From an optimization exercise on the open Yosys and OpenROAD flow, aimed at small area, a short achievable clock period and few clock cycles per item; shortcuts taken in it are not production practice.
At most, simulation tests tie the RTL to the original design; equivalence was not proved.

==> inputs of 11-12 <==
## converter
module converter (clk, rst, number_in, valid_in, conv_type, select, reverse, number_out, valid_out);
clock: 10.0 ns
lec_check: 0
cap_margin: 20
core_margin: 2
core_utilization: 40
place_density: 0.6
setup_slack_margin: 3.5
slew_margin: 20
run.sh (not shown) runs the stock make flow with config.mk's settings and CLKGATE_MAP_FILE= SYNTH_SCRIPT=/design/flow/synth_recipe.tcl, a recipe that flattens the netlist after the stock synthesis.
==> 07-11: changes against 11-12 <==
--- a/flow/design.v
+++ b/flow/design.v
@@ -45,30 +45,28 @@
 reg  [31:0] t_r;
 wire [31:0] a = fc2 ? t_r : number_in;        
 wire [47:0] ra, rb;
 sigmul u_mul (.x({1'b1, a[22:0]}), .c({1'b1, factor[22:0]}), .ra(ra), .rb(rb));
 wire [24:0] lo = {1'b0, ra[23:0]} + {1'b0, rb[23:0]};
 reg [23:0] m_ra, m_rb;
-reg        m_c, m_s, m_p;
+reg        m_c, m_s;
 reg [7:0]  m_e;
 reg        v1, v2;
 always @(posedge clk) begin
   v1   <= valid_in & ~rst;
   v2   <= v1 & ~rst;
   m_ra <= ra[47:24];
   m_rb <= rb[47:24];
   m_c  <= lo[24];
   m_s  <= a[31];
   m_e  <= a[30:23] + factor[30:23] - 8'd127;
-  m_p  <= {1'b1, a[22:0]} >= 24'h8e38e4;
 end
 wire [23:0] P = m_ra + m_rb + {23'd0, m_c};
 wire [31:0] mul_y = {m_s, m_e + {7'd0, P[23]}, P[23] ? P[22:0] : {P[21:0], 1'b0}};
-wire [31:0] cf_y  = {m_s, m_e + {7'd0, m_p}, m_p ? P[22:0] : {P[21:0], 1'b0}};   
 wire [31:0] add_y;
-fp_add_sub u_add (.a(c2f ? cf_y : number_in), .sb(~c2f), .y(add_y));
+fp_add_sub u_add (.a(c2f ? mul_y : number_in), .sb(~c2f), .y(add_y));
 always @(posedge clk) t_r <= add_y;
 assign number_out = c2f ? t_r : mul_y;
 assign valid_out  = temp ? v2 : v1;
 endmodule   
 module sigmul(x, c, ra, rb);
 input  [23:0] x;
@@ -724,94 +722,49 @@
 assign rb = {s595, s593, s591, s589, s587, s585, s583, s581, s579, s577, s575, s573, s571, s569, s567, s565, s563, s561, s559, s557, s555, s553, s551, s549, s547, s545, s543, s541, s539, s537, s535, s533, s531, s529, s527, s525, s523, s521, s519, s517, s515, s513, s511, s509, s507, s505, 1'b0, neg[0]};
 endmodule
 module fp_add_sub(a, sb, y);
 input  [31:0] a;
 input         sb;
 output [31:0] y;
-wire        sa  = a[31];
-wire [7:0]  fe  = a[30:23];
-wire [22:0] fr  = a[22:0];
-wire [23:0] ma  = {1'b1, fr};
+wire        sa = a[31];
+wire [7:0]  fe = a[30:23];
+wire [22:0] fr = a[22:0];
+wire [23:0] ma = {1'b1, fr};
 wire        sub = sa ^ sb;
-wire        big   = fe >= 8'd132;
+wire        big   = fe >= 8'd132;                
+wire [7:0]  db    = fe - 8'd132;                 
+wire [7:0]  ds    = 8'd132 - fe;                 
+wire        ds1   = ds == 8'd1;
 wire        eq    = fe == 8'd132;
-wire        one_below = fe == 8'd131;
-wire        killb = fe >= 8'd156;             
-wire        killa = fe <= 8'd108;             
-wire [7:0]  ds    = 8'd132 - fe;
-reg  [23:0] mb, ms;
-integer i;
+wire [23:0] oh = (db > 8'd23) ? 24'd0 : (24'h800000 >> db[4:0]);     
+wire [23:0] t  = (ds > 8'd23) ? 24'd0 : (ma >> ds[4:0]);             
+wire [24:0] X  = big ? {1'b0, ma} : 25'd0;
+wire [24:0] Z  = big ? (sub ? {1'b1, ~oh} : {1'b0, oh}) : (sub ? {1'b1, ~t} : {1'b0, t});
+wire [24:0] T  = X + Z + {24'd0, sub};
+reg  [7:0]  f_far;
+reg  [22:0] m_far;
 always @* begin
-  for (i = 0; i < 24; i = i + 1) begin
-    mb[i] = (fe >= 8'd155 - i) & ~killb;
-    ms[i] = (fe >= 8'd132 - i);
+  if (big) begin
+    if (T[24] & ~sub)       begin f_far = fe + 8'd1; m_far = T[23:1];          end
+    else if (~T[23])        begin f_far = fe - 8'd1; m_far = {T[21:0], 1'b0}; end
+    else                    begin f_far = fe;        m_far = T[22:0];          end
+  end else begin
+    if (~sub)               begin f_far = 8'd132;    m_far = T[22:0];          end
+    else if (t == 24'd0)    begin f_far = 8'd132;    m_far = 23'd0;            end
+    else                    begin f_far = 8'd131;    m_far = {T[21:0], 1'b0}; end
   end
 end
-reg  [23:0] ca, cs, wo;
-reg  [21:0] wv;
-integer s;
-always @* begin
-  ca = {ma[22:0] | ~mb[22:0], 1'b1};         
-  cs = {~ma[22:0] | ~mb[22:0], 1'b1};        
-  wo = {ma[22:0] & ms[22:0], 1'b0};          
-  wv = {fr[21:1], 1'b0};                     
-  for (s = 1; s < 24; s = s * 2) begin
-    ca = ca & (ca << s | ((24'd1 << s) - 24'd1));
-    cs = cs & (cs << s | ((24'd1 << s) - 24'd1));
-    wo = wo | (wo << s);
-  end
-  for (s = 1; s < 22; s = s * 2)
-    wv = wv | (wv << s);
-end
-wire [23:0] tadd = ma ^ (mb & ca);
-wire        ov   = ca[23] & ma[23] & ~killb & (fe <= 8'd155);      
-wire [23:0] tsub = ma ^ (mb & cs);
-wire        n1   = ~tsub[23];
-wire [22:0] m_big = sub ? (n1 ? {tsub[21:0], 1'b0} : tsub[22:0])
-                        : (ov ? tadd[23:1] : tadd[22:0]);
-wire [7:0]  f_big = sub ? fe - {7'd0, n1} : fe + {7'd0, ov};
-wire [23:0] z  = sub ? (ma ^ wo) : ma;       
-wire [24:0] zs = $signed({sub, z}) >>> ds[4:0];
-wire [23:0] ts = killa ? 24'd0 : zs[23:0];
-wire [22:0] m_small = sub ? {ts[21:0], 1'b0} : ts[22:0];
-wire [7:0]  f_small = (sub & ~killa) ? 8'd131 : 8'd132;
-wire [21:0] negv = fr[22:1] ^ wv;            
-wire        vz   = ~|fr[22:1];
-wire [22:0] N    = eq ? fr : {vz, negv};
-wire [31:0] Np   = {N, 1'b1, 8'd0};
-reg  [15:0] v1, c1;
-reg  [7:0]  v2; reg [15:0] c2;
-reg  [3:0]  v3; reg [11:0] c3;
-reg  [1:0]  v4; reg [7:0]  c4;
+wire [22:0] N = eq ? fr : (23'h400000 - {1'b0, fr[22:1]});
 reg  [4:0]  lz;
-integer g;
+integer i;
 always @* begin
-  for (g = 0; g < 16; g = g + 1) begin
-    v1[g] = Np[2*g+1] | Np[2*g];
-    c1[g] = ~Np[2*g+1];
-  end
-  for (g = 0; g < 8; g = g + 1) begin
-    v2[g] = v1[2*g+1] | v1[2*g];
-    c2[2*g+:2] = v1[2*g+1] ? {1'b0, c1[2*g+1]} : {1'b1, c1[2*g]};
-  end
-  for (g = 0; g < 4; g = g + 1) begin
-    v3[g] = v2[2*g+1] | v2[2*g];
-    c3[3*g+:3] = v2[2*g+1] ? {1'b0, c2[2*(2*g+1)+:2]} : {1'b1, c2[2*(2*g)+:2]};
-  end
-  for (g = 0; g < 2; g = g + 1) begin
-    v4[g] = v3[2*g+1] | v3[2*g];
-    c4[4*g+:4] = v3[2*g+1] ? {1'b0, c3[3*(2*g+1)+:3]} : {1'b1, c3[3*(2*g)+:3]};
-  end
-  lz = v4[1] ? {1'b0, c4[7:4]} : {1'b1, c4[3:0]};
+  lz = 5'd23;
+  for (i = 0; i < 23; i = i + 1)
+    if (N[i]) lz = 5'd22 - i[4:0];
 end
-wire [22:0] n4 = lz[4] ? {N[6:0], 16'd0} : N;
-wire [22:0] n3 = lz[3] ? {n4[14:0], 8'd0} : n4;
-wire [22:0] n2 = lz[2] ? {n3[18:0], 4'd0} : n3;
-wire [22:0] n1s = lz[1] ? {n2[20:0], 2'd0} : n2;
-wire [22:0] n0 = lz[0] ? {n1s[21:0], 1'b0} : n1s;
-wire        nzero  = lz == 5'd23;
-wire [22:0] m_near = {n0[21:0], 1'b0};
-wire [7:0]  f_near = nzero ? 8'd1 : 8'd131 - {3'd0, lz};
-wire        near = sub & (eq | one_below);
-wire        sgn  = (sub & ~big) ? sb : sa;
-assign y = near ? {sgn, f_near, m_near} : big ? {sgn, f_big, m_big} : {sgn, f_small, m_small};
+wire        nzero = (N == 23'd0);
+wire [22:0] m_near = (N << lz) << 1;             
+wire [7:0]  f_near = nzero ? 8'd1 : (8'd131 - {3'd0, lz});
+wire        near = sub & (eq | ds1);
+wire        s = (sub & ~big) ? sb : sa;
+assign y = near ? {s, f_near, m_near} : {s, f_far, m_far};
 endmodule
==> notes <==
In 07-11 the sequential cell count is lower than in 11-12, by 1. Of 07-11 and 11-12, 11-12 has the higher synthesized cell count (gap about 9%, measured against 11-12). Between 11-12 and 07-11, the lower sequential share of layout area is in 07-11 (gap 0.094 points). 07-11 went through all stages and came out clean. 11-12 finished clean.
No run of this note included a check of the RTL's function; only the layout flow was run.

* * *

==> inputs of run E <==
Another version of the RTL of converter (not shown whole).
Settings: LEC_CHECK=0, CAP_MARGIN=20, CORE_MARGIN=4, CORE_UTILIZATION=40, PLACE_DENSITY=0.6, SETUP_SLACK_MARGIN=3.5, SLEW_MARGIN=20, SYNTH_HIERARCHICAL=1; clock period 10.0 ns.
standard.sh (not shown) runs the stock make flow with config.mk's settings and CLKGATE_MAP_FILE= SYNTH_SCRIPT=/design/flow/synth_recipe.tcl, a recipe that flattens the netlist after the stock synthesis.
==> flow/flow/run.sh <==
#!/bin/bash
# The standard layout (the standard.sh: ORFS synthesis through finish, unchanged),
# except that the input and output ports are buffered with buf_2 cells, which the
# timing repair can size, rather than the delay buffers buffer_ports picks by default.
set -euo pipefail
export BUFFER_PORTS_ARGS="-buffer_cell sky130_fd_sc_hd__buf_2"
bash standard.sh > standard.log 2>&1
==> run Z (differences from run E) <==
--- a/flow/design.v
+++ b/flow/design.v
@@ -34,48 +34,49 @@
     6'b10_100_0: factor_in = 32'h43ec999a; 6'b10_100_1: factor_in = 32'h3b0a7eca;
     6'b10_101_0: factor_in = 32'h3ef24745; 6'b10_101_1: factor_in = 32'h40073fd5;
     6'b10_110_0: factor_in = 32'h407243fe; 6'b10_110_1: factor_in = 32'h3e8741a8;
     6'b10_111_0: factor_in = 32'h3b781479; 6'b10_111_1: factor_in = 32'h43841621;
     default: factor_in = set_in[0] ? 32'h3fe66666 : 32'h3f0e38e4;  
   endcase
 end
 reg [30:0] factor;
-reg [1:0]  mode_r;
+reg        temp, fc2, c2f;
 always @(posedge clk) begin
   factor <= factor_in[30:0];
-  mode_r <= {conv_type == 2'b11, reverse};
+  temp   <= conv_type == 2'b11;
+  fc2    <= (conv_type == 2'b11) & ~reverse;   
+  c2f    <= (conv_type == 2'b11) &  reverse;   
 end
-wire temp = mode_r[1];
-wire fc2  = temp & ~mode_r[0];   
-wire c2f  = temp &  mode_r[0];   
 reg  [35:0] t_r;                               
 wire [31:0] add_y;
 fp_add_post u_post (.st(t_r), .y(add_y));
 wire [31:0] a = fc2 ? add_y : number_in;      
 wire [47:0] ra, rb;
 sigmul u_mul (.x({1'b1, a[22:0]}), .c({1'b1, factor[22:0]}), .ra(ra), .rb(rb));
 wire [24:0] lo = {1'b0, ra[23:0]} + {1'b0, rb[23:0]};
 reg [23:0] m_ra, m_rb;
 reg        m_c, m_s, m_p;
-reg [7:0]  m_e;
+reg [7:0]  m_e, m_ecf;
+wire       p47_cf = {1'b1, a[22:0]} >= 24'h8e38e4;
 reg        v1, v2;
 always @(posedge clk) begin
   v1   <= valid_in & ~rst;
   v2   <= v1 & ~rst;
   m_ra <= ra[47:24];
   m_rb <= rb[47:24];
   m_c  <= lo[24];
   m_s  <= a[31];
   m_e  <= a[30:23] + factor[30:23] - 8'd127;
-  m_p  <= {1'b1, a[22:0]} >= 24'h8e38e4;
+  m_p  <= p47_cf;
+  m_ecf <= a[30:23] + factor[30:23] - 8'd127 + {7'd0, p47_cf};
 end
 wire [23:0] P = m_ra + m_rb + {23'd0, m_c};
 wire [31:0] mul_y = {m_s, m_e + {7'd0, P[23]}, P[23] ? P[22:0] : {P[21:0], 1'b0}};
-wire [31:0] cf_y  = {m_s, m_e + {7'd0, m_p}, m_p ? P[22:0] : {P[21:0], 1'b0}};   
+wire [31:0] cf_y  = {m_s, m_ecf, m_p ? P[22:0] : {P[21:0], 1'b0}};   
 wire [35:0] add_st;
 fp_add_pre u_add (.a(c2f ? cf_y : number_in), .sb(~c2f), .st(add_st));
 always @(posedge clk) t_r <= add_st;
 assign number_out = c2f ? add_y : mul_y;
 assign valid_out  = temp ? v2 : v1;
 endmodule   
 module sigmul(x, c, ra, rb);
 input  [23:0] x;
@@ -756,28 +757,79 @@
 input  [31:0] a;
 input         sb;
 output [35:0] st;
 wire        sa  = a[31];
 wire [7:0]  fe  = a[30:23];
 wire [22:0] fr  = a[22:0];
 wire [23:0] ma  = {1'b1, fr};
 wire        sub = sa ^ sb;
-wire        big   = fe >= 8'd132;
+function ge8;                                
+input [7:0] v;
+input [7:0] k;
+integer j;
+reg eqp, r;
+begin
+  eqp = 1'b1;
+  r   = 1'b0;
+  for (j = 7; j >= 0; j = j - 1) begin
+    r   = r | (eqp & v[j] & ~k[j]);
+    eqp = eqp & ~(v[j] ^ k[j]);
+  end
+  ge8 = r | eqp;
+end
+endfunction
+wire        big   = ge8(fe, 8'd132);
 wire        eq    = fe == 8'd132;
 wire        one_below = fe == 8'd131;
-wire        killb = fe >= 8'd156;             
-wire        killa = fe <= 8'd108;             
-wire [7:0]  ds    = 8'd132 - fe;
+wire        killb = ge8(fe, 8'd156);         
+wire        killa = ~ge8(fe, 8'd109);        
+reg  [4:0]  ds;                              
+always @* begin
+  case (fe[4:0])
+    5'd0: ds = 5'd4;
+    5'd1: ds = 5'd3;
+    5'd2: ds = 5'd2;
+    5'd3: ds = 5'd1;
+    5'd4: ds = 5'd0;
+    5'd5: ds = 5'd31;
+    5'd6: ds = 5'd30;
+    5'd7: ds = 5'd29;
+    5'd8: ds = 5'd28;
+    5'd9: ds = 5'd27;
+    5'd10: ds = 5'd26;
+    5'd11: ds = 5'd25;
+    5'd12: ds = 5'd24;
+    5'd13: ds = 5'd23;
+    5'd14: ds = 5'd22;
+    5'd15: ds = 5'd21;
+    5'd16: ds = 5'd20;
+    5'd17: ds = 5'd19;
+    5'd18: ds = 5'd18;
+    5'd19: ds = 5'd17;
+    5'd20: ds = 5'd16;
+    5'd21: ds = 5'd15;
+    5'd22: ds = 5'd14;
+    5'd23: ds = 5'd13;
+    5'd24: ds = 5'd12;
+    5'd25: ds = 5'd11;
+    5'd26: ds = 5'd10;
+    5'd27: ds = 5'd9;
+    5'd28: ds = 5'd8;
+    5'd29: ds = 5'd7;
+    5'd30: ds = 5'd6;
+    5'd31: ds = 5'd5;
+  endcase
+end
 reg  [23:0] mb, ms;
 integer i;
 always @* begin
   for (i = 0; i < 24; i = i + 1) begin
-    mb[i] = (fe >= 8'd155 - i) & ~killb;
-    ms[i] = (fe >= 8'd132 - i);
+    mb[i] = ge8(fe, 8'd155 - i[7:0]) & ~killb;
+    ms[i] = ge8(fe, 8'd132 - i[7:0]);
   end
 end
 reg  [23:0] cb, wo;
 integer s;
 always @* begin
   cb = {(ma[22:0] ^ {23{sub}}) | ~mb[22:0], 1'b1};
   wo = {ma[22:0] & ms[22:0], 1'b0};
   for (s = 1; s < 24; s = s * 2) begin
@@ -786,17 +838,17 @@
   end
 end
 wire [23:0] tb   = ma ^ (mb & cb);
 wire        ovn  = cb[23] & ~killb;          
 wire [1:0]  c_big = ovn ? (sub ? 2'd1 : 2'd2) : 2'd0;
 wire [7:0]  f_big = ovn ? (sub ? fe - 8'd1 : fe + 8'd1) : fe;
 wire [23:0] zn = ma ^ wo;                    
 wire [23:0] z  = sub ? zn : ma;
-wire [24:0] zs = $signed({sub, z}) >>> ds[4:0];
+wire [24:0] zs = $signed({sub, z}) >>> ds;
 wire [23:0] ts = killa ? 24'd0 : zs[23:0];
 wire [1:0]  c_small = sub ? 2'd1 : 2'd0;
 wire [7:0]  f_small = (sub & ~killa) ? 8'd131 : 8'd132;
 wire [21:0] negv = zn[22:1];
 wire        vz   = ~|fr[22:1];
 wire [22:0] N    = eq ? fr : {vz, negv};
 wire [31:0] Np   = {N, 1'b1, 8'd0};
 reg  [15:0] v1, c1;
Settings changed: CORE_UTILIZATION 40 to 70, PLACE_DENSITY 0.6 to 0.8, SETUP_SLACK_MARGIN 3.5 to 3.75.
==> run H (differences from run E) <==
--- a/flow/design.v
+++ b/flow/design.v
@@ -34,48 +34,49 @@
     6'b10_100_0: factor_in = 32'h43ec999a; 6'b10_100_1: factor_in = 32'h3b0a7eca;
     6'b10_101_0: factor_in = 32'h3ef24745; 6'b10_101_1: factor_in = 32'h40073fd5;
     6'b10_110_0: factor_in = 32'h407243fe; 6'b10_110_1: factor_in = 32'h3e8741a8;
     6'b10_111_0: factor_in = 32'h3b781479; 6'b10_111_1: factor_in = 32'h43841621;
     default: factor_in = set_in[0] ? 32'h3fe66666 : 32'h3f0e38e4;  
   endcase
 end
 reg [30:0] factor;
-reg [1:0]  mode_r;
+reg        temp, fc2, c2f;
 always @(posedge clk) begin
   factor <= factor_in[30:0];
-  mode_r <= {conv_type == 2'b11, reverse};
+  temp   <= conv_type == 2'b11;
+  fc2    <= (conv_type == 2'b11) & ~reverse;   
+  c2f    <= (conv_type == 2'b11) &  reverse;   
 end
-wire temp = mode_r[1];
-wire fc2  = temp & ~mode_r[0];   
-wire c2f  = temp &  mode_r[0];   
 reg  [35:0] t_r;                               
 wire [31:0] add_y;
 fp_add_post u_post (.st(t_r), .y(add_y));
 wire [31:0] a = fc2 ? add_y : number_in;      
 wire [47:0] ra, rb;
 sigmul u_mul (.x({1'b1, a[22:0]}), .c({1'b1, factor[22:0]}), .ra(ra), .rb(rb));
 wire [24:0] lo = {1'b0, ra[23:0]} + {1'b0, rb[23:0]};
 reg [23:0] m_ra, m_rb;
 reg        m_c, m_s, m_p;
-reg [7:0]  m_e;
+reg [7:0]  m_e, m_ecf;
+wire       p47_cf = {1'b1, a[22:0]} >= 24'h8e38e4;
 reg        v1, v2;
 always @(posedge clk) begin
   v1   <= valid_in & ~rst;
   v2   <= v1 & ~rst;
   m_ra <= ra[47:24];
   m_rb <= rb[47:24];
   m_c  <= lo[24];
   m_s  <= a[31];
   m_e  <= a[30:23] + factor[30:23] - 8'd127;
-  m_p  <= {1'b1, a[22:0]} >= 24'h8e38e4;
+  m_p  <= p47_cf;
+  m_ecf <= a[30:23] + factor[30:23] - 8'd127 + {7'd0, p47_cf};
 end
 wire [23:0] P = m_ra + m_rb + {23'd0, m_c};
 wire [31:0] mul_y = {m_s, m_e + {7'd0, P[23]}, P[23] ? P[22:0] : {P[21:0], 1'b0}};
-wire [31:0] cf_y  = {m_s, m_e + {7'd0, m_p}, m_p ? P[22:0] : {P[21:0], 1'b0}};   
+wire [31:0] cf_y  = {m_s, m_ecf, m_p ? P[22:0] : {P[21:0], 1'b0}};   
 wire [35:0] add_st;
 fp_add_pre u_add (.a(c2f ? cf_y : number_in), .sb(~c2f), .st(add_st));
 always @(posedge clk) t_r <= add_st;
 assign number_out = c2f ? add_y : mul_y;
 assign valid_out  = temp ? v2 : v1;
 endmodule   
 module sigmul(x, c, ra, rb);
 input  [23:0] x;
@@ -756,28 +757,79 @@
 input  [31:0] a;
 input         sb;
 output [35:0] st;
 wire        sa  = a[31];
 wire [7:0]  fe  = a[30:23];
 wire [22:0] fr  = a[22:0];
 wire [23:0] ma  = {1'b1, fr};
 wire        sub = sa ^ sb;
-wire        big   = fe >= 8'd132;
+function ge8;                                
+input [7:0] v;
+input [7:0] k;
+integer j;
+reg eqp, r;
+begin
+  eqp = 1'b1;
+  r   = 1'b0;
+  for (j = 7; j >= 0; j = j - 1) begin
+    r   = r | (eqp & v[j] & ~k[j]);
+    eqp = eqp & ~(v[j] ^ k[j]);
+  end
+  ge8 = r | eqp;
+end
+endfunction
+wire        big   = ge8(fe, 8'd132);
 wire        eq    = fe == 8'd132;
 wire        one_below = fe == 8'd131;
-wire        killb = fe >= 8'd156;             
-wire        killa = fe <= 8'd108;             
-wire [7:0]  ds    = 8'd132 - fe;
+wire        killb = ge8(fe, 8'd156);         
+wire        killa = ~ge8(fe, 8'd109);        
+reg  [4:0]  ds;                              
+always @* begin
+  case (fe[4:0])
+    5'd0: ds = 5'd4;
+    5'd1: ds = 5'd3;
+    5'd2: ds = 5'd2;
+    5'd3: ds = 5'd1;
+    5'd4: ds = 5'd0;
+    5'd5: ds = 5'd31;
+    5'd6: ds = 5'd30;
+    5'd7: ds = 5'd29;
+    5'd8: ds = 5'd28;
+    5'd9: ds = 5'd27;
+    5'd10: ds = 5'd26;
+    5'd11: ds = 5'd25;
+    5'd12: ds = 5'd24;
+    5'd13: ds = 5'd23;
+    5'd14: ds = 5'd22;
+    5'd15: ds = 5'd21;
+    5'd16: ds = 5'd20;
+    5'd17: ds = 5'd19;
+    5'd18: ds = 5'd18;
+    5'd19: ds = 5'd17;
+    5'd20: ds = 5'd16;
+    5'd21: ds = 5'd15;
+    5'd22: ds = 5'd14;
+    5'd23: ds = 5'd13;
+    5'd24: ds = 5'd12;
+    5'd25: ds = 5'd11;
+    5'd26: ds = 5'd10;
+    5'd27: ds = 5'd9;
+    5'd28: ds = 5'd8;
+    5'd29: ds = 5'd7;
+    5'd30: ds = 5'd6;
+    5'd31: ds = 5'd5;
+  endcase
+end
 reg  [23:0] mb, ms;
 integer i;
 always @* begin
   for (i = 0; i < 24; i = i + 1) begin
-    mb[i] = (fe >= 8'd155 - i) & ~killb;
-    ms[i] = (fe >= 8'd132 - i);
+    mb[i] = ge8(fe, 8'd155 - i[7:0]) & ~killb;
+    ms[i] = ge8(fe, 8'd132 - i[7:0]);
   end
 end
 reg  [23:0] cb, wo;
 integer s;
 always @* begin
   cb = {(ma[22:0] ^ {23{sub}}) | ~mb[22:0], 1'b1};
   wo = {ma[22:0] & ms[22:0], 1'b0};
   for (s = 1; s < 24; s = s * 2) begin
@@ -786,17 +838,17 @@
   end
 end
 wire [23:0] tb   = ma ^ (mb & cb);
 wire        ovn  = cb[23] & ~killb;          
 wire [1:0]  c_big = ovn ? (sub ? 2'd1 : 2'd2) : 2'd0;
 wire [7:0]  f_big = ovn ? (sub ? fe - 8'd1 : fe + 8'd1) : fe;
 wire [23:0] zn = ma ^ wo;                    
 wire [23:0] z  = sub ? zn : ma;
-wire [24:0] zs = $signed({sub, z}) >>> ds[4:0];
+wire [24:0] zs = $signed({sub, z}) >>> ds;
 wire [23:0] ts = killa ? 24'd0 : zs[23:0];
 wire [1:0]  c_small = sub ? 2'd1 : 2'd0;
 wire [7:0]  f_small = (sub & ~killa) ? 8'd131 : 8'd132;
 wire [21:0] negv = zn[22:1];
 wire        vz   = ~|fr[22:1];
 wire [22:0] N    = eq ? fr : {vz, negv};
 wire [31:0] Np   = {N, 1'b1, 8'd0};
 reg  [15:0] v1, c1;
Settings changed: CORE_UTILIZATION 40 to 60, PLACE_DENSITY 0.6 to 0.7, SETUP_SLACK_MARGIN 3.5 to 4.0.
==> impl_metrics.tcl <==
set metrics [dict create \
    status "timing/DRC/antenna clean" \
    antenna_cells 0 \
    timing.setup.critical_path_class "reg2out" \
    hold_slack_ns 0.4472 \
    seq-cell-share_pct 8.555 \
    slowest_delay_ns 0.45 \
    layout.comb_gates.multi_input 3025 \
    tapcell.inserted 950 \
    layout_cell_area_excl_fill_um2 30060 \
]
(the above is from run E)
==> impl_metrics.tcl <==
set metrics [dict create \
    status "timing/DRC/antenna clean" \
    slowest_delay_ns 0.57 \
    timing.setup.critical_path_class "in2reg" \
    chipWidth_um 227.9 \
    antenna_cells 0 \
    timing_max_transition_violations_final 0 \
    yosysSeqAreaShare_pct 9.454 \
    seq-cell-share_pct 9.181 \
    layout.comb_gates.multi_input 2959 \
    tapcell.inserted 615 \
]
(the above is from run H)
==> impl_metrics.tcl <==
set metrics [dict create \
    status "timing/DRC/antenna clean" \
    seq-cell-share_pct 9.380 \
    layout.comb_gates.multi_input 2957 \
    hold_slack_ns 0.4759 \
    antenna_cells 6 \
    tapcell.inserted 532 \
]
(the above is from run Z)
Testbench counts of run E, summed over its fixed seeds: cycles 3,804, items 2,503.
Testbench counts of run Z, summed over its fixed seeds: cycles 3,804, items 2,503.
Testbench counts of run H, summed over its fixed seeds: cycles 3,804, items 2,503.

==> port drivers added, routing unchanged <==
The results above use ideal ports. As a check the final layouts listed here were re-extracted and re-timed, cells and wires unchanged. Step 1, drivers: a clkbuf_16 drives clk and a buf_2 each remaining input, both assumed. Step 2, shift: input delay + t, output delay - t, t = (earliest + latest rising clock arrival at the registers) / 2. This alone moves slack from input paths to output paths. Slacks: ideal ports / drivers / drivers and shift; pairs: ideal ports / drivers.
run	t (ns)	setup slack, ns	cell pins on the clock port's net
11-12	0.486	3.388 / 3.430 / 2.946	1
07-11	0.441	1.853 / 1.853 / 1.644	1
run E	0.528	3.617 / 3.552 / 3.258	1
run Z	0.526	3.760 / 3.701 / 3.359	1
run H	0.528	3.983 / 4.007 / 3.491	1
After both steps every run listed still meets setup and hold. The setup slack of run H, which loses most, moves by +0.024 ns with the drivers and by -0.492 ns with both steps.
